What follows belongs to an exercise in optimizing a design on an open flow for small area; a production flow would make more cautious choices. Function not checked in this run: the RTL went through the layout flow alone. Power figures rest on the tool's default switching activity, not on a simulated workload.

## design/flow/run.sh

```bash
#!/bin/bash
# synth_recipe.tcl (not shown) runs the flow's synth.tcl, then flattens the netlist and writes it again
# the make line also repeats each setting of config.mk as NAME=value (left out here)
make -C /OpenROAD-flow-scripts/flow DESIGN_CONFIG=/design/flow/config.mk WORK_HOME=/design/flow/orfs CLKGATE_MAP_FILE= SYNTH_SCRIPT=/design/flow/synth_recipe.tcl finish
```

## design/flow/config.mk

```make
export PLATFORM = sky130hd
export DESIGN_NAME = printer_core
export DESIGN_NICKNAME = printer_core
export VERILOG_FILES = /design/flow/design.v
export SDC_FILE = /design/flow/constraint.sdc
export NUM_CORES = 4
export LEC_CHECK = 0
export CAP_MARGIN = 20
export CORE_MARGIN = 2
export CORE_UTILIZATION = 40
export SLEW_MARGIN = 20
```

## design/flow/constraint.sdc

```tcl
create_clock -name core_clock -period 10.0 [get_ports {clk}]
set_input_delay 2.0000 -clock core_clock [delete_from_list [all_inputs] [get_ports {clk}]]
set_output_delay 2.0000 -clock core_clock [all_outputs]
set_load 0.01 [all_outputs]
```

## design/flow/design.v

```verilog
module printer_core(
	input	wire			clk,
	input	wire			rst,
	input	wire	[9:0]	flags_out,
	input	wire	[9:0]	configuration_1,
	input	wire	[31:0]	stepper_1_speed,
	input	wire	[31:0]	stepper_2_speed,
	input	wire	[31:0]	stepper_3_speed,
	input	wire	[31:0]	stepper_4_speed,
	input	wire	[31:0]	stepper_1_steps_out,
	input	wire	[31:0]	stepper_2_steps_out,
	input	wire	[31:0]	stepper_3_steps_out,
	input	wire	[31:0]	stepper_4_steps_out,
	input	wire	[11:0]	temp_bed_bottom,
	input	wire	[11:0]	temp_bed_upper,
	input	wire	[11:0]	temp_e1_bottom,
	input	wire	[11:0]	temp_e1_upper,
	input	wire	[5:0]	endstop_raw,	 
	input	wire	[11:0]	temp_e1,
	input	wire	[11:0]	temp_bed,
	output	wire	[2:0]	flags_in,
	output	wire	[5:0]	end_stop,
	output	wire	[31:0]	stepper_1_steps_in,
	output	wire	[31:0]	stepper_2_steps_in,
	output	wire	[31:0]	stepper_3_steps_in,
	output	wire	[31:0]	stepper_4_steps_in,
	output	wire	[3:0]	step,
	output	wire	[3:0]	dir,
	output	wire	[3:0]	enable,
	output	wire			heater_bed,
	output	wire			heater_e1
);
	reg		[9:0]	flags_read;
	always @(posedge clk)
	begin
		if (rst)
			flags_read <= 10'd0;
		else
			flags_read <= flags_out;
	end
	wire	[0:5]	es;
	endstop_filter ef1(.clk(clk), .rst(rst), .in(endstop_raw[0] ^ configuration_1[0]), .out(es[0]));
	endstop_filter ef2(.clk(clk), .rst(rst), .in(endstop_raw[1] ^ configuration_1[1]), .out(es[1]));
	endstop_filter ef3(.clk(clk), .rst(rst), .in(endstop_raw[2] ^ configuration_1[2]), .out(es[2]));
	endstop_filter ef4(.clk(clk), .rst(rst), .in(endstop_raw[3] ^ configuration_1[3]), .out(es[3]));
	endstop_filter ef5(.clk(clk), .rst(rst), .in(endstop_raw[4] ^ configuration_1[4]), .out(es[4]));
	endstop_filter ef6(.clk(clk), .rst(rst), .in(endstop_raw[5] ^ configuration_1[5]), .out(es[5]));
	assign end_stop = {es[5], es[4], es[3], es[2], es[1], es[0]};
	wire	[31:0]	s1 = configuration_1[6] ? (32'd0 - stepper_1_steps_out) : stepper_1_steps_out;
	wire	[31:0]	s2 = configuration_1[7] ? (32'd0 - stepper_2_steps_out) : stepper_2_steps_out;
	wire	[31:0]	s3 = configuration_1[8] ? (32'd0 - stepper_3_steps_out) : stepper_3_steps_out;
	wire	[31:0]	s4 = configuration_1[9] ? (32'd0 - stepper_4_steps_out) : stepper_4_steps_out;
	stepper_controller stepper_controller1(
		.clk(clk),
		.rst(rst),
		.stepper_step_in_1(s1),
		.stepper_speed_1(stepper_1_speed),
		.stepper_step_in_2(s2),
		.stepper_speed_2(stepper_2_speed),
		.stepper_step_in_3(s3),
		.stepper_speed_3(stepper_3_speed),
		.stepper_step_in_4(s4),
		.stepper_speed_4(stepper_4_speed),
		.stepper_enable(flags_read[0]),
		.xmin(es[0]),
		.xmax(es[1]),
		.ymin(es[2]),
		.ymax(es[3]),
		.zmin(es[4]),
		.zmax(es[5]),
		.homex(flags_read[2]),
		.homey(flags_read[3]),
		.homez(flags_read[4]),
		.start_driving(flags_read[1]),
		.start_homing(flags_read[5]),
		.step_signal_1(step[0]),
		.enable_1(enable[0]),
		.dir_1(dir[0]),
		.step_signal_2(step[1]),
		.enable_2(enable[1]),
		.dir_2(dir[1]),
		.step_signal_3(step[2]),
		.enable_3(enable[2]),
		.dir_3(dir[2]),
		.step_signal_4(step[3]),
		.enable_4(enable[3]),
		.dir_4(dir[3]),
		.steppers_driving(flags_in[0]),
		.stepper_step_out_1(stepper_1_steps_in),
		.stepper_step_out_2(stepper_2_steps_in),
		.stepper_step_out_3(stepper_3_steps_in),
		.stepper_step_out_4(stepper_4_steps_in));
	heater_control heater_bed_control(
		.clk(clk),
		.rst(rst),
		.temp(temp_bed),
		.temp_bottom(temp_bed_bottom),
		.temp_upper(temp_bed_upper),
		.control(flags_read[7:6]),
		.enable_heater(heater_bed));
	heater_control heater_e1_control(
		.clk(clk),
		.rst(rst),
		.temp(temp_e1),
		.temp_bottom(temp_e1_bottom),
		.temp_upper(temp_e1_upper),
		.control(flags_read[9:8]),
		.enable_heater(heater_e1));
	assign flags_in[1] = heater_bed;
	assign flags_in[2] = heater_e1;
endmodule
module stepper_controller(
						input 	wire 				clk,
						input		wire				rst, 
						input		wire	[31:0]	stepper_step_in_1,						
						input		wire	[31:0]	stepper_speed_1,
						input		wire	[31:0]	stepper_step_in_2,						
						input		wire	[31:0]	stepper_speed_2,
						input		wire	[31:0]	stepper_step_in_3,						
						input		wire	[31:0]	stepper_speed_3,
						input		wire	[31:0]	stepper_step_in_4,						
						input		wire	[31:0]	stepper_speed_4,
						input		wire				stepper_enable,
						input		wire				xmin,
						input		wire				xmax,
						input		wire				ymin,
						input		wire				ymax,
						input		wire				zmin,
						input		wire				zmax,
						input		wire				homex,
						input		wire				homey,
						input		wire				homez,
						input		wire 				start_driving,
						input		wire 				start_homing,
						output 	wire 				step_signal_1,
						output 	wire 				enable_1,
						output	wire				dir_1,
						output 	wire 				step_signal_2,
						output 	wire 				enable_2,
						output	wire				dir_2,
						output 	wire 				step_signal_3,
						output 	wire 				enable_3,
						output	wire				dir_3,
						output 	wire 				step_signal_4,
						output 	wire 				enable_4,
						output	wire				dir_4,
						output	wire				steppers_driving,
						output 	wire 	[31:0] 	stepper_step_out_1,
						output 	wire 	[31:0] 	stepper_step_out_2,
						output 	wire 	[31:0] 	stepper_step_out_3,
						output 	wire 	[31:0] 	stepper_step_out_4);
	wire dir_1_h;
	wire dir_2_h;
	wire dir_3_h;
	wire dir_1_d;
	wire dir_2_d;
	wire dir_3_d;
	wire dir_4_d;
	wire step_signal_1_h;
	wire step_signal_2_h;
	wire step_signal_3_h;
	wire step_signal_1_d;
	wire step_signal_2_d;
	wire step_signal_3_d;
	wire step_signal_4_d;
	wire steppers_driv_h;
	wire steppers_driv_d;
	wire steppers_driv_xy;
	wire steppers_driv_z;
	wire steppers_driv_e;
	assign steppers_driv_d = steppers_driv_xy | steppers_driv_z | steppers_driv_e;
	assign step_signal_1 		= (start_driving ^ start_homing) & ((start_driving & step_signal_1_d) | (start_homing & step_signal_1_h));
	assign enable_1 				= ~stepper_enable;
	assign dir_1 					= (start_driving ^ start_homing) & ((start_driving & dir_1_d) 			 | (start_homing & dir_1_h));
	assign step_signal_2 		= (start_driving ^ start_homing) & ((start_driving & step_signal_2_d) | (start_homing & step_signal_2_h));
	assign enable_2 				= ~stepper_enable;
	assign dir_2 					= (start_driving ^ start_homing) & ((start_driving & dir_2_d) 			 | (start_homing & dir_2_h));
	assign step_signal_3 		= (start_driving ^ start_homing) & ((start_driving & step_signal_3_d) | (start_homing & step_signal_3_h));
	assign enable_3 				= ~stepper_enable;
	assign dir_3 					= (start_driving ^ start_homing) & ((start_driving & dir_3_d) 			 | (start_homing & dir_3_h));
	assign step_signal_4 		= (start_driving ^ start_homing) & (start_driving & step_signal_4_d);
	assign enable_4 				= ~stepper_enable;
	assign dir_4 					= (start_driving ^ start_homing) & (start_driving & dir_4_d);
	assign steppers_driving 	= (start_driving ^ start_homing) & ((start_driving & steppers_driv_d) | (start_homing & steppers_driv_h));
	home_g28 home( .clk(clk), .rst(rst), 					
						.stepper_speed_1(stepper_speed_1),					
						.stepper_speed_2(stepper_speed_2),
						.stepper_speed_3(stepper_speed_3),
						.xmin(xmin),
						.ymin(ymin),
						.zmin(zmin),		
						.homex(homex),
						.homey(homey),
						.homez(homez),
						.start_driving(start_homing),
						.step_signal_1(step_signal_1_h),
						.dir_1(dir_1_h),
						.step_signal_2(step_signal_2_h),
						.dir_2(dir_2_h),
						.step_signal_3(step_signal_3_h),
						.dir_3(dir_3_h),
						.steppers_driving(steppers_driv_h));
	stepper_corexy_new corexy( .clk(clk), .rst(rst), 
										.stepper_step_in_1(stepper_step_in_1),						
										.stepper_speed_1(stepper_speed_1),
										.stepper_step_in_2(stepper_step_in_2),						
										.stepper_speed_2(stepper_speed_2),
										.xmin(xmin),
										.xmax(xmax),
										.ymin(ymin),
										.ymax(ymax),
										.start_driving(start_driving),
										.step_signal_1(step_signal_1_d), 
										.dir_1(dir_1_d),
										.step_signal_2(step_signal_2_d), 
										.dir_2(dir_2_d),
										.steppers_driving(steppers_driv_xy),
										.stepper_step_out_1(stepper_step_out_1),
										.stepper_step_out_2(stepper_step_out_2));
	stepper_z z(	.clk(clk), .rst(rst), 
						.stepper_step_in(stepper_step_in_3),						
						.stepper_speed(stepper_speed_3),
						.zmin(zmin),
						.zmax(zmax),
						.start_driving(start_driving),
						.step_signal(step_signal_3_d),
						.direction(dir_3_d),
						.stepper_driving(steppers_driv_z),
						.stepper_step_out(stepper_step_out_3));
	stepper_extruder e1( .clk(clk), .rst(rst), 
							.stepper_step_in(stepper_step_in_4),						
							.stepper_speed(stepper_speed_4),
							.start_driving(start_driving),
							.step_signal(step_signal_4_d), 
							.dir(dir_4_d),
							.stepper_driving(steppers_driv_e),
							.stepper_step_out(stepper_step_out_4));
endmodule
 module stepper_corexy_new(
						input 	wire 				clk,
						input		wire				rst, 
						input		wire	[31:0]	stepper_step_in_1,						
						input		wire	[31:0]	stepper_speed_1,
						input		wire	[31:0]	stepper_step_in_2,						
						input		wire	[31:0]	stepper_speed_2,
						input		wire				xmin,
						input		wire				xmax,
						input		wire				ymin,
						input		wire				ymax,
						input		wire 				start_driving,
						output 	wire 				step_signal_1, 
						output	wire				dir_1,
						output 	wire 				step_signal_2, 
						output	wire				dir_2,
						output	wire				steppers_driving,
						output 	wire 	[31:0] 	stepper_step_out_1,
						output 	wire 	[31:0] 	stepper_step_out_2);
	reg [30:0] 	n_1;
	reg [31:0] 	m_1;
	reg [30:0] 	n_2;
	reg [31:0] 	m_2;
	reg 			signal_1;
	reg 			signal_2;	
	reg 			direction_1;
	reg 			direction_2;		
	reg			stepper_driving_reg_1;
	reg			stepper_driving_reg_2;
	reg [31:0]	stepper_step_1;
	reg [31:0]	stepper_step_2;	
	reg [31:0]	stepper_speed_reg_1;
	reg [31:0]	stepper_speed_reg_2;
	reg [31:0]	recount;
	reg			f;
	reg [1:0]	x;  
	reg [1:0]	y;  
	assign steppers_driving = stepper_driving_reg_1 | stepper_driving_reg_2;	
	assign step_signal_1 = signal_1;	
	assign step_signal_2 = signal_2;	
	assign dir_1 = direction_1;
	assign dir_2 = direction_2;
	assign stepper_step_out_1 = stepper_step_1;
	assign stepper_step_out_2 = stepper_step_2;
	always @(posedge clk)
	if (rst)
	begin
		n_1 = 0; m_1 = 0; n_2 = 0; m_2 = 0; signal_1 = 0; signal_2 = 0; direction_1 = 0; direction_2 = 0; stepper_driving_reg_1 = 0; stepper_driving_reg_2 = 0; stepper_step_1 = 0; stepper_step_2 = 0; stepper_speed_reg_1 = 0; stepper_speed_reg_2 = 0; f = 0; x = 0; y = 0;
	end
	else
	begin	
		if (~stepper_driving_reg_1 & ~stepper_driving_reg_2)
		begin
			if (f == 0)
				if (start_driving == 1'b1)
					if ((stepper_step_in_1[30:0] != 0) | (stepper_step_in_2[30:0] != 0))
					begin
						stepper_step_1 = stepper_step_in_1;
						stepper_step_2 = stepper_step_in_2;
						stepper_speed_reg_1 = stepper_speed_1;
						stepper_speed_reg_2 = stepper_speed_2;
						stepper_driving_reg_1 = (stepper_step_in_1[30:0] != 0);
						stepper_driving_reg_2 = (stepper_step_in_2[30:0] != 0);
						signal_1 = (stepper_step_in_1[30:0] != 0);	
						signal_2 = (stepper_step_in_2[30:0] != 0);	
						n_1 = stepper_step_1[30:0];
						n_2 = stepper_step_2[30:0];
						direction_1 = stepper_step_1[31];
						direction_2 = stepper_step_2[31];
						if (stepper_step_1[31])
							n_1 = ~n_1 + 1;
						m_1 = stepper_speed_reg_1 - 1;
						if (stepper_step_2[31])
							n_2 = ~n_2 + 1;
						m_2 = stepper_speed_reg_2 - 1;
						f = 1;					
						if ((direction_1 == 0) & (direction_2 == 0))
						begin
							x = 2;
							if (n_1 > n_2)
								y = 2;
							else 
							begin
								if (n_1 == n_2)
									y = 0;
								else
									y = 1;
							end
						end
						if ((direction_1 == 0) & (direction_2 == 1))
						begin
							y = 2;
							if (n_1 > n_2)
								x = 2;
							else 
							begin
								if (n_1 == n_2)
									x = 0;
								else
									x = 1;
							end
						end
						if ((direction_1 == 1) & (direction_2 == 0))
						begin
							y = 1;
							if (n_2 > n_1)
								x = 2;
							else 
							begin
								if (n_1 == n_2)
									x = 0;
								else
									x = 1;
							end
						end
						if ((direction_1 == 1) & (direction_2 == 1))
						begin
							x = 1;
							if (n_2 > n_1)
								y = 2;
							else 
							begin
								if (n_1 == n_2)
									y = 0;
								else
									y = 1;
							end
						end
					end
		end
		else
		begin	
			if (((xmin & (x != 1)) | (xmax & (x != 2)) | (!xmin & !xmax)) & ((ymin & (y != 1)) | (ymax & (y != 2)) | (!ymin & !ymax)))
			begin
				if (stepper_driving_reg_1)
				begin
					if (n_1 != 0)
					begin
						if (m_1 != 0)
							m_1 = m_1 - 1;
						else
							begin
								signal_1 = ~signal_1;
								m_1 = stepper_speed_reg_1 - 1;
								if (signal_1 == 0)
									n_1 = n_1 - 1;
								if (direction_1 == 1'b0)
									stepper_step_1 = {direction_1, n_1};
								else
									stepper_step_1 = {direction_1, ~n_1 + 1};
							end				
					end
					else
					begin
						if (signal_1 == 1)
							n_1 = n_1 - 1;
						signal_1 = 1'b0;
						stepper_driving_reg_1 = 1'b0;
						if (direction_1 == 1'b0)
							stepper_step_1 = {direction_1, n_1};
						else
							stepper_step_1 = {direction_1, ~n_1 + 1};
					end
				end
				if (stepper_driving_reg_2)
				begin
					if (n_2 != 0)
					begin
						if (m_2 != 0)
							m_2 = m_2 - 1;
						else
							begin
								signal_2 = ~signal_2;
								m_2 = stepper_speed_reg_2 - 1;
								if (signal_2 == 0)
									n_2 = n_2 - 1;
								if (direction_2 == 1'b0)
									stepper_step_2 = {direction_2, n_2};
								else
									stepper_step_2 = {direction_2, ~n_2 + 1};
							end
					end
					else
					begin
						if (signal_2 == 1)
							n_2 = n_2 - 1;
						signal_2 = 1'b0;
						stepper_driving_reg_2 = 1'b0;
						if (direction_2 == 1'b0)
							stepper_step_2 = {direction_2, n_2};
						else
							stepper_step_2 = {direction_2, ~n_2 + 1};
					end
				end
			end
			else
			begin
				if (signal_1 == 1)
					n_1 = n_1 - 1;
				signal_1 = 1'b0;
				stepper_driving_reg_1 = 1'b0;
				if (direction_1 == 1'b0)
					stepper_step_1 = {direction_1, n_1};
				else
					stepper_step_1 = {direction_1, ~n_1 + 1};
				if (signal_2 == 1)
					n_2 = n_2 - 1;
				signal_2 = 1'b0;
				stepper_driving_reg_2 = 1'b0;
				if (direction_2 == 1'b0)
					stepper_step_2 = {direction_2, n_2};
				else
					stepper_step_2 = {direction_2, ~n_2 + 1};
			end
		end	
		if (start_driving == 0)
		begin
			f = 0;
			stepper_driving_reg_1 = 1'b0;
			stepper_driving_reg_2 = 1'b0;
			signal_1 = 1'b0;	
			signal_2 = 1'b0;
		end
	end
endmodule
 module stepper_z(
						input 	wire 				clk,
						input		wire				rst, 
						input		wire	[31:0]	stepper_step_in,						
						input		wire	[31:0]	stepper_speed,
						input		wire				zmin,
						input		wire				zmax,
						input		wire 				start_driving,
						output 	wire 				step_signal, 
						output	wire				direction,
						output	wire				stepper_driving,
						output 	wire 	[31:0] 	stepper_step_out);
	reg [31:0] 	m;	
	reg 			signal;	
	reg [30:0] 	n;	
	reg			stepper_driving_reg; 
	reg [31:0]	stepper_step;
	reg			f;
	assign stepper_driving = stepper_driving_reg;	
	assign step_signal = signal;	
	assign direction = stepper_step[31];	
	assign stepper_step_out = stepper_step;
	always @(posedge clk)
	if (rst)
	begin
		m = 0; signal = 0; n = 0; stepper_driving_reg = 0; stepper_step = 0; f = 0;
	end
	else
	begin		
		if (~stepper_driving_reg)
		begin
			if (f == 0)
				if (start_driving == 1'b1)
					if (stepper_step_in[30:0] != 0 & ((~zmin & ~zmax) | (zmin & (direction == 0)) | (zmax & (direction == 1))))
					begin
						stepper_step = stepper_step_in;
						stepper_driving_reg = 1'b1;
						signal = 1'b1;					
						n = stepper_step[30:0];
						if (stepper_step[31] == 1'b1)
							n = ~n + 1;
						m = stepper_speed - 1;
						f = 1;
					end
		end
		else
		begin		
			if (n != 0 & ((~zmin & ~zmax) | (zmin & (direction == 0)) | (zmax & (direction == 1))))
			begin
				if (m != 0)
					m = m - 1;
				else
				begin
					signal = ~signal;
					m = stepper_speed - 1;
					if (signal == 0)
						n = n - 1;
					if (stepper_step[31] == 1'b0)
						stepper_step = {stepper_step[31], n};
					else
						stepper_step = {stepper_step[31], ~n + 1};
				end				
			end
			else
			begin
				if (signal == 1)
					n = n - 1;
				signal = 1'b0;
				stepper_driving_reg = 1'b0;
				if (stepper_step[31] == 1'b0)
					stepper_step = {stepper_step[31], n};
				else
					stepper_step = {stepper_step[31], ~n + 1};
			end
		end
		if (start_driving == 0)
		begin
			f = 0;
			stepper_driving_reg = 1'b0;
			signal = 1'b0;
		end
	end
endmodule
 module stepper_extruder(
						input 	wire 				clk,
						input		wire				rst, 
						input		wire	[31:0]	stepper_step_in,						
						input		wire	[31:0]	stepper_speed,
						input		wire 				start_driving,
						output 	wire 				step_signal, 
						output	wire				dir,
						output	wire				stepper_driving,
						output 	wire 	[31:0] 	stepper_step_out);
	reg [31:0] 	m;
	reg 			signal;	
	reg [30:0] 	n;	
	reg			stepper_driving_reg; 
	reg [31:0]	stepper_step;
	reg			f;
	assign stepper_driving = stepper_driving_reg;	
	assign step_signal = signal;	
	assign dir = stepper_step[31];	
	assign stepper_step_out = stepper_step;
	always @(posedge clk)
	if (rst)
	begin
		m = 0; signal = 0; n = 0; stepper_driving_reg = 0; stepper_step = 0; f = 0;
	end
	else
	begin		
		if (~stepper_driving_reg)
		begin
			if (f == 0)
				if (start_driving == 1'b1)
					if (stepper_step_in[30:0] != 0)
					begin
						stepper_step = stepper_step_in;
						stepper_driving_reg = 1'b1;
						signal = 1'b1;					
						n = stepper_step[30:0];
						if (stepper_step[31] == 1'b1)
							n = ~n + 1;
						m = stepper_speed - 1;
						f = 1;
					end
		end
		else
		begin		
			if (n != 0)
			begin
				if (m != 0)
					m = m - 1;
				else
					begin
						signal = ~signal;
						m = stepper_speed - 1;
						if (signal == 0)
							n = n - 1;
						if (stepper_step[31] == 1'b0)
							stepper_step = {stepper_step[31], n};
						else
							stepper_step = {stepper_step[31], ~n + 1};
					end
			end
			else
			begin
				if (signal == 1)
					n = n - 1;
				signal = 1'b0;
				stepper_driving_reg = 1'b0;
				if (stepper_step[31] == 1'b0)
					stepper_step = {stepper_step[31], n};
				else
					stepper_step = {stepper_step[31], ~n + 1};
			end
		end
		if (start_driving == 0)
		begin
			f = 0;
			stepper_driving_reg = 1'b0;
			signal = 1'b0;	
		end
	end
endmodule
module home_g28(
						input 	wire 				clk,
						input		wire				rst, 					
						input		wire	[31:0]	stepper_speed_1,					
						input		wire	[31:0]	stepper_speed_2,
						input		wire	[31:0]	stepper_speed_3,
						input		wire				stepper_enable,
						input		wire				xmin,
						input		wire				ymin,
						input		wire				zmin,
						input		wire				homex,
						input		wire				homey,
						input		wire				homez,
						input		wire 				start_driving,
						output 	wire 				step_signal_1,
						output	wire				dir_1,
						output 	wire 				step_signal_2,
						output	wire				dir_2,
						output 	wire 				step_signal_3,
						output	wire				dir_3,
						output	wire				steppers_driving);
	reg [31:0] m1;
	reg [31:0] m2;
	reg [31:0] m3;
	reg [31:0] n1;
	reg [31:0] n2;
	reg [31:0] n3;
	reg [1:0] f;
	reg dir1;
	reg dir2;
	reg dir3;
	reg signal_1;
	reg signal_2;
	reg signal_3;
	assign dir_1 = dir1;
	assign dir_2 = dir2;
	assign dir_3 = dir3;
	assign step_signal_1 = signal_1;	
	assign step_signal_2 = signal_2;	
	assign step_signal_3 = signal_3;	
	assign steppers_driving = start_driving & (homex & !xmin | homey & !ymin | homez & !zmin);
	always @(posedge clk)
	if (rst)
	begin
		dir3 = 0; m3 = 0; n3 = 0; signal_3 = 0;
	end
	else
	begin		
		if (start_driving == 1)
		begin
			dir3 = 1;
			if (!zmin & homez)
			begin
				if (m3 == 0)
				begin
					m3 = stepper_speed_3;
					n3 = (m3 / 2);
					signal_3 = 1;
				end
				else
				begin
					m3 = m3 - 1;
					if (n3 == 0)
						signal_3 = 0;
					else
						n3 = n3 - 1;
				end
			end
			else
			begin
				m3 = 0;
				n3 = 0;
				signal_3 = 0;
			end
		end
	end
	always @(posedge clk)
	if (rst)
	begin
		f = 0; m1 = 0; m2 = 0; n1 = 0; n2 = 0; dir1 = 0; dir2 = 0; signal_1 = 0; signal_2 = 0;
	end
	else
	begin
		if (start_driving == 1)
		begin
			if (!xmin & !ymin & homex & homey)
			begin
				if (f != 0)
				begin
					f = 0;
					m1 = 0;
					m2 = 0;
					dir1 = 1;
					dir2 = 0;
					signal_1 = 0;
					signal_2 = 0;
				end			
				if (m1 == 0)
				begin
					m1 = stepper_speed_1;
					n1 = (m1 / 2);
					signal_1 = 1;
				end
				else
				begin
					m1 = m1 - 1;
					if (n1 == 0)
						signal_1 = 0;
					else
						n1 = n1 - 1;
				end
				signal_2 = 0;
			end
			else
			begin
				if (!xmin & homex)
				begin
					if (f != 1)
					begin
						f = 1;
						m1 = 0;
						m2 = 0;
						dir1 = 1;
						dir2 = 1;
						signal_1 = 0;
						signal_2 = 0;
					end
					if (m1 == 0)
					begin
						m1 = stepper_speed_1;
						n1 = (m1 / 2);
						signal_1 = 1;
					end
					else
					begin
						m1 = m1 - 1;
						if (n1 == 0)
							signal_1 = 0;
						else
							n1 = n1 - 1;
					end
					if (m2 == 0)
					begin
						m2 = stepper_speed_2;
						n2 = (m2 / 2);
						signal_2 = 1;
					end
					else
					begin
						m2 = m2 - 1;
						if (n2 == 0)
							signal_2 = 0;
						else
							n2 = n2 - 1;
					end
				end
				else
				begin
					if (!ymin & homey)
					begin
						if (f != 2)
						begin
							f = 2;
							m1 = 0;
							m2 = 0;
							dir1 = 1;
							dir2 = 0;
							signal_1 = 0;
							signal_2 = 0;
						end
						if (m1 == 0)
						begin
							m1 = stepper_speed_1;
							n1 = (m1 / 2);
							signal_1 = 1;
						end
						else
						begin
							m1 = m1 - 1;
							if (n1 == 0)
								signal_1 = 0;
							else
								n1 = n1 - 1;
						end
						if (m2 == 0)
						begin
							m2 = stepper_speed_2;
							n2 = (m2 / 2);
							signal_2 = 1;
						end
						else
						begin
							m2 = m2 - 1;
							if (n2 == 0)
								signal_2 = 0;
							else
								n2 = n2 - 1;
						end
					end
					else
					begin
						m1 = 0;
						m2 = 0;
						n1 = 0;
						n2 = 0;
						signal_1 = 0;
						signal_2 = 0;
					end
				end
			end
		end
	end
endmodule
module heater_control(	input 	wire 				clk,
						input		wire				rst,
								input		wire	[11:0]	temp,
								input 	wire	[11:0]	temp_bottom,
								input		wire	[11:0]	temp_upper,
								input		wire	[1:0]		control,
								output	wire				enable_heater);
	reg en;
	reg f;
	wire [11:0] temp_filter;
	assign enable_heater = en;
	analog_filter #(16) filter_1( .clk(clk), .rst(rst),
											.signal_in(temp),
											.signal_out(temp_filter));
	always @(posedge clk)
	if (rst)
	begin
		en = 1'b0; f = 1'b1;
	end
	else
	begin
		if (control[0] == 1'b0)
			f = 1'b1;
		if (control[0] == 1'b1)  
		begin
			if (f == 1'b1)
				if (temp_filter <= temp_upper)
				begin
					en = 1'b0;
					f = 1'b0;
				end
				else
					en = 1'b1;
		end
		else 
		begin 
			if (control[1] == 1'b1)  
			begin
				if (temp_filter <= temp_upper)
					en = 1'b0;
				else
					if (temp_filter >= temp_bottom)
						en = 1'b1;
			end
			else
				en = 1'b0;
		end
	end
endmodule
module analog_filter #(parameter samples = 5)(
							input 	wire				clk,
						input		wire				rst,
							input 	wire	[11:0]	signal_in,
							output	wire	[11:0]	signal_out);
	reg	[11:0] 				history [samples - 1:0];
	reg	[15:0] 				num;
	reg	[15:0] 				i;
	reg 	[11 + samples:0] 	out, out1;
	always @(posedge clk)
	if (rst)
	begin
		for (i = 0; i < samples; i = i + 1) history[i] = 0; num = 0; out <= 0;
	end
	else
	begin
		history[num] = signal_in;
		if (num < samples - 1)
			num = num + 1;
		else
			num = 0;
		out1 = 0;
		for(i = 0; i < samples; i = i + 1)
		begin
			out1 = out1 + history[i];
		end
		out <= out1 / samples;
	end
	assign	signal_out = out[11:0];
endmodule
module endstop_filter(	input 	wire	clk,
						input		wire				rst,
								input		wire	in,
								output	reg	out);
	reg [31:0] 	k;
	reg 			prev;
	always @(posedge clk)
	if (rst)
	begin
		out <= 1'b0; k = 0; prev = 0;
	end
	else
	begin
		if (in != out)
		begin
			if (k < 10000)
			begin
				if (in == prev)
					k = k + 1;
			end
			else
			begin
				if (k == 10000)
					out <= prev;
			end
		end
		else
			k = 0;		
		prev = in;
	end
endmodule
```

==> run summary <==
kinds of logic (layout without fill, tap and decap cells):
family / Yosys count / count (layout)
other: 1 / 42
AND/OR/NAND/NOR: 4093 / 4093
XOR/XNOR: 742 / 742
buffers and inverters: 1283 / 1478
flip-flops: 1314 / 1314
AO/OA/AOI/OAI: 2516 / 2516
multiplexers: 434 / 434
adder cells (fa/ha/maj): 502 / 502
routing by layer:
layer | GRT usage (%) | share of wire [%] | wire (um)
met5 | 0 | 0.023 | 67
met4 | 8.87 | 3.2 | 9250
met1 | 33.8 | 44 | 127000
met2 | 40.8 | 46 | 133000
met3 | 4.08 | 7.0 | 20200
metrics by stage:
stage / power [mW] / hold slack (ns) / util (%) / instances / worst slack [ns]
final: 15.8 / 0.446 / 46.1 / 14000 / 2.05
after global placement: 9.59 / 0.427 / 43.4 / 13700 / 1.50
after global routing: 16.6 / 0.468 / 46.1 / 14000 / 1.69
after floorplan: 8.37 / 0.402 / - / 10900 / 2.62
after CTS: 15.9 / 0.453 / 46.0 / 14000 / 2.05
after detailed placement: 9.65 / 0.434 / 43.4 / 13700 / 1.48
worst paths after layout:
kind / end / slack (ns) / startpoint / depth (start not counted)
worst max-delay path: heater_e1_control.filter_1.out[10] / 2.05 / heater_e1_control.filter_1.num[0] / 24
worst min register to register: heater_bed_control.f / 0.45 / flags_read[6] / 1
worst min-delay path: heater_bed_control.f / 0.45 / flags_read[6] / 1
worst max register to register: heater_e1_control.filter_1.out[10] / 2.05 / heater_e1_control.filter_1.num[0] / 24
cell usage after synthesis, types with 39 or more instances:
master	instances
a22oi_1	80
nand4_1	110
mux2_2	177
buf_1	53
o21a_1	43
and2_1	259
nor4_1	199
nor2b_1	65
nand3_1	215
o21ai_0	590
or4_1	99
dfxtp_1	1314
buf_2	47
or2_2	52
a21o_1	63
mux2i_1	257
o211ai_1	92
or3_1	143
clkbuf_1	613
a211oi_1	222
nor2_1	1317
nand2b_1	74
a311oi_1	53
xor2_1	316
o41ai_1	59
a31oi_1	120
o31ai_1	111
a41oi_1	40
o22ai_1	39
inv_1	525
fa_1	326
a21oi_1	689
nor3_1	376
and3_1	120
ha_1	176
xnor2_1	425
nand2_1	922
worst max-delay path, stage by stage, from the launching register on:
cell and delay, ns:
dfxtp_1 0.40, inv_1 0.09, ha_1 0.30, or3_1 0.48, a21oi_1 0.56, buf_4 0.37, mux2_2 0.39, fa_1 0.54
inv_1 0.06, fa_1 0.48, fa_1 0.52, inv_1 0.05, fa_1 0.55, fa_1 0.43, fa_1 0.44, ha_1 0.29
nand3_1 0.09, o21bai_1 0.09, a21oi_1 0.22, nor2b_1 0.11, o31a_1 0.32, o41a_1 0.44, a311o_1 0.37, xnor2_1 0.14
nor2_1 0.05
power by group:
| group | internal (mW) | switching, mW |
|---|---|---|
| Clock | 3.71 | 2.52 |
| Sequential | 5.47 | 0.270 |
| Combinational | 1.40 | 2.47 |
| Total | 10.6 | 5.26 |
cell type report:
cell class | instances | area, um2
clock inverters | 72 | 1050
clock buffers | 221 | 4560
repair buffers | 659 | 6240
inverters | 526 | 1980
flip-flops and latches | 1314 | 26300
multi-input cells | 8311 | 56200
well taps | 2854 | 3570
fillers | 21300 | 117000
diodes | 18 | 45.0
layout by cell type (no fill, tap or decap), types with 316 or more instances in the layout:
cell | netlist | routed
nor2_1 | 1317 | 1311
dfxtp_1 | 1314 | 1311
nand2_1 | 922 | 921
a21oi_1 | 689 | 684
o21ai_0 | 590 | 589
inv_1 | 525 | 523
clkdlybuf4s50_1 | 0 | 505
xnor2_1 | 425 | 418
nor3_1 | 376 | 376
fa_1 | 326 | 326
xor2_1 | 316 | 316
==> results.cfg <==
[synthesis]
synth_edf_count = 0
synth-seq-cells = 1314
syn_area_um2 = 87200
synth_ff_type = dfxtp_1
yosysUniqueCellTypes = 109
synth_top_area_share_pct = 30.2
synth_area_leader_cell = dfxtp_1
synth_top_family_by_area = simple AND/OR/NAND/NOR gates
syn_avg_cell_area_um2 = 8.01
synth_cells = 10900
synth_xor_area_share_pct = 7.46
yosys_warnings = 9
synth_async_sr_flop_share_pct = 0
synth_area_leaders = dfxtp_1, fa_1, nor2_1
ys_seq_area_share_pct = 30.2
synth_fa_ha_area_share_pct = 10.0
synth-simple-area-share_pct = 22.7
synthMuxAreaShare_pct = 5.24
synth-compound-area-share_pct = 18.6

[grt]
grt_usage_pct = 25.2
grt_max_degree = 189
grt_overflow = 0
grt_pass1_vias = 78200
grt_first_pass_wirelength_um = 451000
antenna_found_initial = 30

[run]
drv_cap = 0

[timing]
slew_violations = 0
fmax_mhz = 126
fin_crit_ns = 7.95
rsz0062_at_grt = no
hold_viol = 0
setup_viol = 0
finalCritPeriodShare_pct = 79.5
worstMarginPinSlew_ns = 1.10
slew_headroom_pct = 24.7
clock_skew_ns = 0.0522
tns_ns = 0

[critical_path]
crit_type = reg -> reg
required_ns = 10.65
worstSetupStartpointType = register
arrival_ns = 8.60
critPathMaxFanout = 8
cp-end-kind = register

[cts]
cts_hold_buf = 0
root_buffer = clkbuf_16
cts_max_level = 4
cts_resized = 0
cts_sinks = 1314
numCtsBuffers = 159
clockBufferDepth = 3
clkLatencyLatePin_ns = 0.82
cts.clk_slew.worst_paths_ns = 0.06
post-cts-setup-buffer-count = 0
cts_tree = yes

[final_layout]
synthToLayoutAreaGrowth_pct = 14.6
drive_above_1_share_pct = 6.86
nets = 11800
fin_area_um2 = 99900

[detailed_routing]
vias = 80800
first_pass_iters = 6
routedWlPerCell_um = 20.7
viasPerCell = 5.78
drc = 0
routed_wirelength_um = 290000
drt_iter0_markers = 7010
ant_nets = 0

[floorplanning]
coreArea_um2 = 217000
rows = 171
die_w_um = 471
io_pins = 507
die_area_um2 = 222000
start_util_pct = 40.2
die_h_um = 471

[placement]
dpl-instance-area_um2 = 94200
dpl.hpwl_um = 207000
place.port_buffers = 506
gp_congestion = 0.948

[power]
p_per_area_nw_per_um2 = 159
p_leak_nw = 38.5
vdd_drop_max_uv = 199

[worst_hold_path]
worstHoldPathType = reg -> reg

[outcome]
status = no timing/DRC/antenna violations

## static timing again, ports no longer ideal
Ports are ideal in the flow. The routed layout listed here was re-timed in OpenROAD.
Step 1, drivers: a clkbuf_16 drives clk and a buf_2 each remaining input, both assumed.
Step 2, shift: input delay + t, output delay - t, t = (earliest + latest rising clock arrival at the registers) / 2. This alone moves slack from input paths to output paths.
Slacks: no drivers / after step 1 / after step 2; pairs: no drivers / after step 1.
t (ns): 0.871
setup slack, ns: 2.045 / 2.045 / 1.443
worst data-port slew with drivers (ns): 0.19
After both steps this run still meets setup and hold. For this run, drivers alone change the setup slack by 0.000 ns; drivers and shift together by -0.602 ns.
